Context: an optimization exercise on an open-source flow, tuned for small area, a short achievable clock period and few clock cycles. The choices shown serve that exercise and are no tape-out recipe. At most, simulation tests tie the RTL to the original design; equivalence was not proved. Power is estimated from default activity; no workload was simulated.

==> 06-06: inputs <==
==> flow/design.v <==
module DM(
	output [31:0] read_data,
	input  [31:0] write_data,
	input  [6:0]  base,
	input  [6:0]  off0,
	input  [6:0]  off1,
	input  [6:0]  off2,
	input  [6:0]  off3,
	input         mem_write,
	input         clk
);
	wire [1:0] o = base[1:0] + off3[1:0];	 
	wire [7:0] q0, q1, q2, q3;
	reg [31:0] rd;
	reg [7:0] d0, d1, d2, d3;
	always @(*) begin
		case (o)
			2'd0: rd = {q0, q1, q2, q3};
			2'd1: rd = {q1, q2, q3, q0};
			2'd2: rd = {q2, q3, q0, q1};
			default: rd = {q3, q0, q1, q2};
		endcase
		case (o)
			2'd0: {d0, d1, d2, d3} = write_data;
			2'd1: {d1, d2, d3, d0} = write_data;
			2'd2: {d2, d3, d0, d1} = write_data;
			default: {d3, d0, d1, d2} = write_data;
		endcase
	end
	assign read_data = rd;
	DM_Bank b0(.q(q0), .base(base), .off(off0), .d(d0), .we(mem_write), .clk(clk));
	DM_Bank b1(.q(q1), .base(base), .off(off1), .d(d1), .we(mem_write), .clk(clk));
	DM_Bank b2(.q(q2), .base(base), .off(off2), .d(d2), .we(mem_write), .clk(clk));
	DM_Bank b3(.q(q3), .base(base), .off(off3), .d(d3), .we(mem_write), .clk(clk));
endmodule
module DM_Bank(
	output [7:0] q,
	input  [6:0] base,	 
	input  [6:0] off,	 
	input  [7:0] d,
	input        we,
	input        clk
);
	wire [4:0] u = base[6:2];
	wire [4:0] v = off[6:2];
	wire [4:0] p = u ^ v;
	wire [4:0] g = u & v;
	wire c = (base[1] & off[1]) | ((base[1] ^ off[1]) & base[0] & off[0]);
	wire [4:0] t0a, t0b, t1a, t1b;
	assign t0a[0] = ~(p[0] ^ c);
	assign t1a[0] =  (p[0] ^ c);
	assign t0b[0] = t0a[0];
	assign t1b[0] = t1a[0];
	genvar j;
	generate
		for (j = 1; j < 5; j = j + 1) begin : bits
			wire ca = g[j-1] | p[j-1];	 
			wire cb = g[j-1];		 
			assign t0a[j] = ~(p[j] ^ ca);
			assign t1a[j] =  (p[j] ^ ca);
			assign t0b[j] = ~(p[j] ^ cb);
			assign t1b[j] =  (p[j] ^ cb);
		end
	endgenerate
	reg [31:0] sel;
	integer k, i;
	reg m;
	always @(*) begin
		for (k = 0; k < 32; k = k + 1) begin
			m = 1'b1;
			for (i = 0; i < 5; i = i + 1) begin
				if (i == 0 || !k[i-1])
					m = m & (k[i] ? t1a[i] : t0a[i]);
				else
					m = m & (k[i] ? t1b[i] : t0b[i]);
			end
			sel[k] = m;
		end
	end
	reg [7:0] M [0:31];
	always @(posedge clk) begin
		for (i = 0; i < 32; i = i + 1)
			if (we && sel[i]) M[i] <= d;
	end
	reg [7:0] r;
	always @(*) begin
		r = 8'd0;
		for (i = 0; i < 32; i = i + 1)
			r = r | ({8{sel[i]}} & M[i]);
	end
	assign q = r;
endmodule
module RF(
	output [31:0] src_data,
	output [31:0] tar_data,
	input  [4:0]  src_addr,
	input  [4:0]  tar_addr,
	input  [4:0]  dst_addr,
	input  [31:0] dst_data,
	input         reg_write,	 
	input         clk
);
	reg [31:0] R [1:31];
	integer i;
	always @(posedge clk) begin
		for (i = 1; i < 32; i = i + 1)
			if (reg_write && dst_addr == i) R[i] <= dst_data;
	end
	wire byp_s = reg_write && (dst_addr == src_addr);
	wire byp_t = reg_write && (dst_addr == tar_addr);
	reg [31:0] s, t;
	always @(*) begin
		s = 32'd0;
		t = 32'd0;
		for (i = 1; i < 32; i = i + 1) begin
			s = s | ({32{src_addr == i}} & R[i]);
			t = t | ({32{tar_addr == i}} & R[i]);
		end
	end
	assign src_data = byp_s ? dst_data : s;
	assign tar_data = byp_t ? dst_data : t;
endmodule
module FinalCPU(
	output	wire	[31:0]	imem_addr,
	output	wire			wb_valid,
	output	wire	[4:0]	wb_addr,
	output	wire	[31:0]	wb_data,
	input	wire	[31:0]	imem_data,
	input	wire			rst,
	input	wire			clk
);
	reg [29:0] pc;
	always @(posedge clk) begin
		if (rst) pc <= 30'd0;
		else     pc <= pc + 30'd1;
	end
	assign imem_addr = {pc, 2'b00};
	wire [31:0] ir = imem_data;
	wire        d_valid = !rst;
	wire [5:0] op    = ir[31:26];
	wire [4:0] rs    = ir[25:21];
	wire [4:0] rt    = ir[20:16];
	wire [4:0] rd    = ir[15:11];
	wire [4:0] shamt = ir[10:6];
	wire [5:0] fn    = ir[5:0];
	wire [15:0] imm  = ir[15:0];
	wire is_r    = (op == 6'h00);
	wire is_addi = (op == 6'h0C);
	wire is_subi = (op == 6'h0D);
	wire is_sw   = (op == 6'h10);
	wire is_lw   = (op == 6'h11);
	wire f_add = is_r && (fn == 6'h0B);
	wire f_sub = is_r && (fn == 6'h0D);
	wire f_or  = is_r && (fn == 6'h25);
	wire f_srl = is_r && (fn == 6'h02);
	wire [4:0] d_dst = is_r ? rd : rt;
	wire d_wen = d_valid && (is_r || is_addi || is_subi || is_lw) && (d_dst != 5'd0);
	wire d_use_rt = is_r || is_sw;
	reg [31:0] e_a, e_b;
	reg        e_fa, e_fb;
	reg [4:0]  e_shamt;
	reg [6:0]  e_off0, e_off1, e_off2, e_off3;
	reg        e_addsub, e_sub, e_or, e_srl, e_ld;
	reg        e_wen, e_sw;
	reg [4:0]  e_dst;
	reg        w_wen;
	reg [4:0]  w_dst;
	reg [31:0] w_data;
	wire [31:0] rs_val, rt_val;
	RF Register_File(
		.src_data(rs_val),
		.tar_data(rt_val),
		.src_addr(rs),
		.tar_addr(rt),
		.dst_addr(w_dst),
		.dst_data(w_data),
		.reg_write(w_wen),
		.clk(clk)
	);
	always @(posedge clk) begin
		e_a     <= rs_val;
		e_b     <= d_use_rt ? rt_val : {{16{imm[15]}}, imm};
		e_fa    <= e_wen && (e_dst == rs);
		e_fb    <= d_use_rt && e_wen && (e_dst == rt);
		e_shamt <= shamt;
		e_off0  <= imm[6:0] + 7'd3;
		e_off1  <= imm[6:0] + 7'd2;
		e_off2  <= imm[6:0] + 7'd1;
		e_off3  <= imm[6:0];
		e_addsub <= f_add || f_sub || is_addi || is_subi;
		e_sub   <= f_sub || is_subi;
		e_or    <= f_or;
		e_srl   <= f_srl;
		e_ld    <= is_lw;
		e_dst   <= d_dst;
		if (rst) begin
			e_wen <= 1'b0;
			e_sw  <= 1'b0;
		end
		else begin
			e_wen <= d_wen;
			e_sw  <= d_valid && is_sw;
		end
	end
	wire [31:0] a = e_fa ? w_data : e_a;
	wire [31:0] b = e_fb ? w_data : e_b;
	wire [32:0] sum_c = {a, 1'b1} + {b ^ {32{e_sub}}, e_sub};
	wire [31:0] sum = sum_c[32:1];
	wire [31:0] orv = a | b;
	wire [31:0] srl = a >> e_shamt;
	wire [31:0] ld;
	DM Data_Memory(
		.read_data(ld),
		.write_data(b),
		.base(a[6:0]),
		.off0(e_off0),
		.off1(e_off1),
		.off2(e_off2),
		.off3(e_off3),
		.mem_write(e_sw),
		.clk(clk)
	);
	wire [31:0] result = ({32{e_addsub}} & sum) | ({32{e_or}} & orv) |
	                     ({32{e_srl}} & srl) | ({32{e_ld}} & ld);
	always @(posedge clk) begin
		w_data <= result;
		w_dst  <= e_dst;
		if (rst) w_wen <= 1'b0;
		else     w_wen <= e_wen;
	end
	assign wb_valid = w_wen;
	assign wb_addr  = w_dst;
	assign wb_data  = w_data;
endmodule
==> flow/run.sh <==
#!/bin/bash
# synth_recipe.tcl (not shown) runs the flow's synth.tcl, then flattens the netlist and writes it again
# the make line also repeats each setting of config.mk as NAME=value (left out here)
make -C /OpenROAD-flow-scripts/flow DESIGN_CONFIG=/design/flow/config.mk WORK_HOME=/design/flow/orfs CLKGATE_MAP_FILE= SYNTH_SCRIPT=/design/flow/synth_recipe.tcl finish
==> flow/config.mk <==
export PLATFORM = sky130hd
export DESIGN_NAME = FinalCPU
export DESIGN_NICKNAME = FinalCPU
export VERILOG_FILES = /design/flow/design.v
export SDC_FILE = /design/flow/constraint.sdc
export NUM_CORES = 8
export LEC_CHECK = 0
export CAP_MARGIN = 20
export CORE_MARGIN = 2
export CORE_UTILIZATION = 45
export SETUP_SLACK_MARGIN = 5
export SLEW_MARGIN = 20
export TNS_END_PERCENT = 0
==> flow/constraint.sdc <==
create_clock -name core_clock -period 8.0 [get_ports {clk}]
set_input_delay 1.6000 -clock core_clock [delete_from_list [all_inputs] [get_ports {clk}]]
set_output_delay 1.6000 -clock core_clock [all_outputs]
set_load 0.01 [all_outputs]
==> 10-03 (differences from 06-06) <==
==> flow/design.v, changed modules only <==
module DM(
	output [31:0] read_data,
	input  [31:0] write_data,
	input  [6:0]  base,
	input  [6:0]  off0,
	input  [6:0]  off1,
	input  [6:0]  off2,
	input  [6:0]  off3,
	input         mem_write,
	input         clk
);
	wire [6:0] a0 = base + off0;
	wire [6:0] a1 = base + off1;
	wire [6:0] a2 = base + off2;
	wire [6:0] a3 = base + off3;	 
	wire [1:0] o = a3[1:0];
	wire [7:0] q0, q1, q2, q3;
	reg [31:0] rd;
	reg [7:0] d0, d1, d2, d3;
	always @(*) begin
		case (o)
			2'd0: rd = {q0, q1, q2, q3};
			2'd1: rd = {q1, q2, q3, q0};
			2'd2: rd = {q2, q3, q0, q1};
			default: rd = {q3, q0, q1, q2};
		endcase
		case (o)
			2'd0: {d0, d1, d2, d3} = write_data;
			2'd1: {d1, d2, d3, d0} = write_data;
			2'd2: {d2, d3, d0, d1} = write_data;
			default: {d3, d0, d1, d2} = write_data;
		endcase
	end
	assign read_data = rd;
	DM_Bank b0(.q(q0), .row(a0[6:2]), .d(d0), .we(mem_write), .clk(clk));
	DM_Bank b1(.q(q1), .row(a1[6:2]), .d(d1), .we(mem_write), .clk(clk));
	DM_Bank b2(.q(q2), .row(a2[6:2]), .d(d2), .we(mem_write), .clk(clk));
	DM_Bank b3(.q(q3), .row(a3[6:2]), .d(d3), .we(mem_write), .clk(clk));
endmodule
module DM_Bank(
	output [7:0] q,
	input  [4:0] row,
	input  [7:0] d,
	input        we,
	input        clk
);
	reg [7:0] M [0:31];
	integer i;
	always @(posedge clk) begin
		for (i = 0; i < 32; i = i + 1)
			if (we && row == i) M[i] <= d;
	end
	reg [7:0] r;
	always @(*) begin
		r = 8'd0;
		for (i = 0; i < 32; i = i + 1)
			r = r | ({8{row == i}} & M[i]);
	end
	assign q = r;
endmodule
module RF(
	output [31:0] src_data,
	output [31:0] tar_data,
	input  [4:0]  src_addr,
	input  [4:0]  tar_addr,
	input  [4:0]  dst_addr,
	input  [31:0] dst_data,
	input         reg_write,	 
	input         clk
);
	reg [31:0] R [1:31];
	integer i;
	always @(posedge clk) begin
		for (i = 1; i < 32; i = i + 1)
			if (reg_write && dst_addr == i) R[i] <= dst_data;
	end
	wire byp_s = reg_write && (dst_addr == src_addr);
	wire byp_t = reg_write && (dst_addr == tar_addr);
	reg [31:0] s, t;
	always @(*) begin
		s = {32{byp_s}} & dst_data;
		t = {32{byp_t}} & dst_data;
		for (i = 1; i < 32; i = i + 1) begin
			s = s | ({32{!byp_s && src_addr == i}} & R[i]);
			t = t | ({32{!byp_t && tar_addr == i}} & R[i]);
		end
	end
	assign src_data = s;
	assign tar_data = t;
endmodule
module FinalCPU(
	output	wire	[31:0]	imem_addr,
	output	wire			wb_valid,
	output	wire	[4:0]	wb_addr,
	output	wire	[31:0]	wb_data,
	input	wire	[31:0]	imem_data,
	input	wire			rst,
	input	wire			clk
);
	reg [29:0] pc;
	always @(posedge clk) begin
		if (rst) pc <= 30'd0;
		else     pc <= pc + 30'd1;
	end
	assign imem_addr = {pc, 2'b00};
	reg [31:0] ir;
	reg        d_valid;
	always @(posedge clk) begin
		ir      <= imem_data;
		d_valid <= !rst;
	end
	wire [5:0] op    = ir[31:26];
	wire [4:0] rs    = ir[25:21];
	wire [4:0] rt    = ir[20:16];
	wire [4:0] rd    = ir[15:11];
	wire [4:0] shamt = ir[10:6];
	wire [5:0] fn    = ir[5:0];
	wire [15:0] imm  = ir[15:0];
	wire is_r    = (op == 6'h00);
	wire is_addi = (op == 6'h0C);
	wire is_subi = (op == 6'h0D);
	wire is_sw   = (op == 6'h10);
	wire is_lw   = (op == 6'h11);
	wire f_add = is_r && (fn == 6'h0B);
	wire f_sub = is_r && (fn == 6'h0D);
	wire f_or  = is_r && (fn == 6'h25);
	wire f_srl = is_r && (fn == 6'h02);
	wire [4:0] d_dst = is_r ? rd : rt;
	wire d_wen = d_valid && (is_r || is_addi || is_subi || is_lw) && (d_dst != 5'd0);
	wire d_use_rt = is_r || is_sw;
	reg [31:0] e_a, e_b;
	reg        e_fa, e_fb;
	reg [4:0]  e_shamt;
	reg [6:0]  e_off0, e_off1, e_off2, e_off3;
	reg        e_addsub, e_sub, e_or, e_srl, e_ld;
	reg        e_wen, e_sw;
	reg [4:0]  e_dst;
	reg        w_wen;
	reg [4:0]  w_dst;
	reg [31:0] w_data;
	wire [31:0] rs_val, rt_val;
	RF Register_File(
		.src_data(rs_val),
		.tar_data(rt_val),
		.src_addr(rs),
		.tar_addr(rt),
		.dst_addr(w_dst),
		.dst_data(w_data),
		.reg_write(w_wen),
		.clk(clk)
	);
	always @(posedge clk) begin
		e_a     <= rs_val;
		e_b     <= d_use_rt ? rt_val : {{16{imm[15]}}, imm};
		e_fa    <= e_wen && (e_dst == rs);
		e_fb    <= d_use_rt && e_wen && (e_dst == rt);
		e_shamt <= shamt;
		e_off0  <= imm[6:0] + 7'd3;
		e_off1  <= imm[6:0] + 7'd2;
		e_off2  <= imm[6:0] + 7'd1;
		e_off3  <= imm[6:0];
		e_addsub <= f_add || f_sub || is_addi || is_subi;
		e_sub   <= f_sub || is_subi;
		e_or    <= f_or;
		e_srl   <= f_srl;
		e_ld    <= is_lw;
		e_dst   <= d_dst;
		if (rst) begin
			e_wen <= 1'b0;
			e_sw  <= 1'b0;
		end
		else begin
			e_wen <= d_wen;
			e_sw  <= d_valid && is_sw;
		end
	end
	wire [31:0] a = e_fa ? w_data : e_a;
	wire [31:0] b = e_fb ? w_data : e_b;
	wire [32:0] sum_c = {a, 1'b1} + {b ^ {32{e_sub}}, e_sub};
	wire [31:0] sum = sum_c[32:1];
	wire [31:0] orv = a | b;
	wire [31:0] srl = a >> e_shamt;
	wire [31:0] ld;
	DM Data_Memory(
		.read_data(ld),
		.write_data(b),
		.base(a[6:0]),
		.off0(e_off0),
		.off1(e_off1),
		.off2(e_off2),
		.off3(e_off3),
		.mem_write(e_sw),
		.clk(clk)
	);
	wire [31:0] result = ({32{e_addsub}} & sum) | ({32{e_or}} & orv) |
	                     ({32{e_srl}} & srl) | ({32{e_ld}} & ld);
	always @(posedge clk) begin
		w_data <= result;
		w_dst  <= e_dst;
		if (rst) w_wen <= 1'b0;
		else     w_wen <= e_wen;
	end
	assign wb_valid = w_wen;
	assign wb_addr  = w_dst;
	assign wb_data  = w_data;
endmodule
ABC_CLOCK_PERIOD_IN_PS = 3000   (was default)
CORE_UTILIZATION = 60   (was 45)
TNS_END_PERCENT = default   (was 0)
==> 09-11 (differences from 06-06) <==
==> flow/design.v, changed modules only <==
module DM(
	output [31:0] read_data,
	input  [31:0] write_data,
	input  [6:0]  base,
	input  [6:0]  off0,
	input  [6:0]  off1,
	input  [6:0]  off2,
	input  [6:0]  off3,
	input         mem_write,
	input         clk
);
	wire [6:0] a0 = base + off0;
	wire [6:0] a1 = base + off1;
	wire [6:0] a2 = base + off2;
	wire [6:0] a3 = base + off3;	 
	wire [1:0] o = a3[1:0];
	wire [7:0] q0, q1, q2, q3;
	reg [31:0] rd;
	reg [7:0] d0, d1, d2, d3;
	always @(*) begin
		case (o)
			2'd0: rd = {q0, q1, q2, q3};
			2'd1: rd = {q1, q2, q3, q0};
			2'd2: rd = {q2, q3, q0, q1};
			default: rd = {q3, q0, q1, q2};
		endcase
		case (o)
			2'd0: {d0, d1, d2, d3} = write_data;
			2'd1: {d1, d2, d3, d0} = write_data;
			2'd2: {d2, d3, d0, d1} = write_data;
			default: {d3, d0, d1, d2} = write_data;
		endcase
	end
	assign read_data = rd;
	DM_Bank b0(.q(q0), .row(a0[6:2]), .d(d0), .we(mem_write), .clk(clk));
	DM_Bank b1(.q(q1), .row(a1[6:2]), .d(d1), .we(mem_write), .clk(clk));
	DM_Bank b2(.q(q2), .row(a2[6:2]), .d(d2), .we(mem_write), .clk(clk));
	DM_Bank b3(.q(q3), .row(a3[6:2]), .d(d3), .we(mem_write), .clk(clk));
endmodule
module DM_Bank(
	output [7:0] q,
	input  [4:0] row,
	input  [7:0] d,
	input        we,
	input        clk
);
	reg [7:0] M [0:31];
	integer i;
	always @(posedge clk) begin
		for (i = 0; i < 32; i = i + 1)
			if (we && row == i) M[i] <= d;
	end
	reg [7:0] r;
	always @(*) begin
		r = 8'd0;
		for (i = 0; i < 32; i = i + 1)
			r = r | ({8{row == i}} & M[i]);
	end
	assign q = r;
endmodule
module RF(
	output [31:0] src_data,
	output [31:0] tar_data,
	input  [4:0]  src_addr,
	input  [4:0]  tar_addr,
	input  [4:0]  dst_addr,
	input  [31:0] dst_data,
	input         reg_write,	 
	input         clk
);
	reg [31:0] R [1:31];
	integer i;
	always @(posedge clk) begin
		for (i = 1; i < 32; i = i + 1)
			if (reg_write && dst_addr == i) R[i] <= dst_data;
	end
	wire byp_s = reg_write && (dst_addr == src_addr);
	wire byp_t = reg_write && (dst_addr == tar_addr);
	reg [31:0] s, t;
	always @(*) begin
		s = {32{byp_s}} & dst_data;
		t = {32{byp_t}} & dst_data;
		for (i = 1; i < 32; i = i + 1) begin
			s = s | ({32{!byp_s && src_addr == i}} & R[i]);
			t = t | ({32{!byp_t && tar_addr == i}} & R[i]);
		end
	end
	assign src_data = s;
	assign tar_data = t;
endmodule
module FinalCPU(
	output	wire	[31:0]	imem_addr,
	output	wire			wb_valid,
	output	wire	[4:0]	wb_addr,
	output	wire	[31:0]	wb_data,
	input	wire	[31:0]	imem_data,
	input	wire			rst,
	input	wire			clk
);
	reg [29:0] pc;
	always @(posedge clk) begin
		if (rst) pc <= 30'd0;
		else     pc <= pc + 30'd1;
	end
	assign imem_addr = {pc, 2'b00};
	reg [31:0] ir;
	reg        d_valid;
	always @(posedge clk) begin
		ir      <= imem_data;
		d_valid <= !rst;
	end
	wire [5:0] op    = ir[31:26];
	wire [4:0] rs    = ir[25:21];
	wire [4:0] rt    = ir[20:16];
	wire [4:0] rd    = ir[15:11];
	wire [4:0] shamt = ir[10:6];
	wire [5:0] fn    = ir[5:0];
	wire [15:0] imm  = ir[15:0];
	wire is_r    = (op == 6'h00);
	wire is_addi = (op == 6'h0C);
	wire is_subi = (op == 6'h0D);
	wire is_sw   = (op == 6'h10);
	wire is_lw   = (op == 6'h11);
	wire f_add = is_r && (fn == 6'h0B);
	wire f_sub = is_r && (fn == 6'h0D);
	wire f_or  = is_r && (fn == 6'h25);
	wire f_srl = is_r && (fn == 6'h02);
	wire [4:0] d_dst = is_r ? rd : rt;
	wire d_wen = d_valid && (is_r || is_addi || is_subi || is_lw) && (d_dst != 5'd0);
	wire d_use_rt = is_r || is_sw;
	reg [31:0] e_a, e_b;
	reg        e_fa, e_fb;
	reg [4:0]  e_shamt;
	reg [6:0]  e_off0, e_off1, e_off2, e_off3;
	reg        e_addsub, e_sub, e_or, e_srl, e_ld;
	reg        e_wen, e_sw;
	reg [4:0]  e_dst;
	reg        w_wen;
	reg [4:0]  w_dst;
	reg [31:0] w_data;
	wire [31:0] rs_val, rt_val;
	RF Register_File(
		.src_data(rs_val),
		.tar_data(rt_val),
		.src_addr(rs),
		.tar_addr(rt),
		.dst_addr(w_dst),
		.dst_data(w_data),
		.reg_write(w_wen),
		.clk(clk)
	);
	always @(posedge clk) begin
		e_a     <= rs_val;
		e_b     <= d_use_rt ? rt_val : {{16{imm[15]}}, imm};
		e_fa    <= e_wen && (e_dst == rs);
		e_fb    <= d_use_rt && e_wen && (e_dst == rt);
		e_shamt <= shamt;
		e_off0  <= imm[6:0] + 7'd3;
		e_off1  <= imm[6:0] + 7'd2;
		e_off2  <= imm[6:0] + 7'd1;
		e_off3  <= imm[6:0];
		e_addsub <= f_add || f_sub || is_addi || is_subi;
		e_sub   <= f_sub || is_subi;
		e_or    <= f_or;
		e_srl   <= f_srl;
		e_ld    <= is_lw;
		e_dst   <= d_dst;
		if (rst) begin
			e_wen <= 1'b0;
			e_sw  <= 1'b0;
		end
		else begin
			e_wen <= d_wen;
			e_sw  <= d_valid && is_sw;
		end
	end
	wire [31:0] a = e_fa ? w_data : e_a;
	wire [31:0] b = e_fb ? w_data : e_b;
	wire [32:0] sum_c = {a, 1'b1} + {b ^ {32{e_sub}}, e_sub};
	wire [31:0] sum = sum_c[32:1];
	wire [31:0] orv = a | b;
	wire [31:0] srl = a >> e_shamt;
	wire [31:0] ld;
	DM Data_Memory(
		.read_data(ld),
		.write_data(b),
		.base(a[6:0]),
		.off0(e_off0),
		.off1(e_off1),
		.off2(e_off2),
		.off3(e_off3),
		.mem_write(e_sw),
		.clk(clk)
	);
	wire [31:0] result = ({32{e_addsub}} & sum) | ({32{e_or}} & orv) |
	                     ({32{e_srl}} & srl) | ({32{e_ld}} & ld);
	always @(posedge clk) begin
		w_data <= result;
		w_dst  <= e_dst;
		if (rst) w_wen <= 1'b0;
		else     w_wen <= e_wen;
	end
	assign wb_valid = w_wen;
	assign wb_addr  = w_dst;
	assign wb_data  = w_data;
endmodule
CORE_UTILIZATION = 40   (was 45)
SETUP_SLACK_MARGIN = default   (was 5)
TNS_END_PERCENT = default   (was 0)
==> results.txt <==
| quantity | 06-06 | 09-11 | 10-03 |
|---|---|---|---|
| Result of the run | finished clean | finished clean | stopped before the end |
| Stage where the flow stopped | - | - | global routing |
| Highest cell delay on the worst timing path | 0.73 ns | 0.95 ns | - |
| Max Clk Rate | 223.4 MHz | 159.2 MHz | - |
| Capture endpoint of the worst hold path | w_dst[0] | w_dst[1] | - |
| Number of flip-flops under the largest register name | 992 | 992 | - |
| Area of the placeable core | 0.2067 mm2 | 0.2399 mm2 | - |
| Number of fill cells in the layout | 16590 | 21030 | - |
| Netlist cell types | 99 | 105 | 105 |
| Number of inverters outside the clock class in the layout | 59 | 60 | - |
| Multi-input combinational area share | 0.2761 | 0.2766 | - |
| RR Endpoint | w_data[10] | w_data[25] | - |
| Clock network power | 10.3 mW | 11.2 mW | - |
| Met2 wire len | 164100 um | 176600 um | - |
| Post-synthesis share of cell area spent on and, or, nand and nor gates | 0.07837 | 0.08337 | 0.08337 |
Testbench counts of 10-03, summed over its fixed seeds: cycles 4,616.
Testbench counts of 09-11, summed over its fixed seeds: cycles 4,616.
For 06-06, only the layout was checked, not whether the RTL still works.

==> afterwards: timing with drivers on the ports <==
In the flow no input, the clock included, has a driving cell. The finished layouts below were timed again as built, in two steps.
Step 1 assumes that a clkbuf_16 drives the clock port and a buf_2 every other input.
Step 2 also shifts input and output timing later by t, the mid clock arrival at the registers, as if the neighbouring blocks saw the same clock.
Slacks: no drivers / after step 1 / after step 2; pairs: no drivers / after step 1.
run	t, ns	setup WS [ns]	hold WS [ns]	worst data-port slew with drivers (ns)	pins driven straight from the clock port
06-06	0.992	3.524 / 3.590 / 2.597	0.400 / 0.400 / 0.400	0.14	1
09-11	0.988	1.719 / 1.719 / 1.719	0.393 / 0.393 / 0.393	0.08	1
After both steps every run listed still meets setup and hold. For 06-06, which loses most, drivers alone change the setup slack by +0.066 ns; drivers and shift together by -0.927 ns.
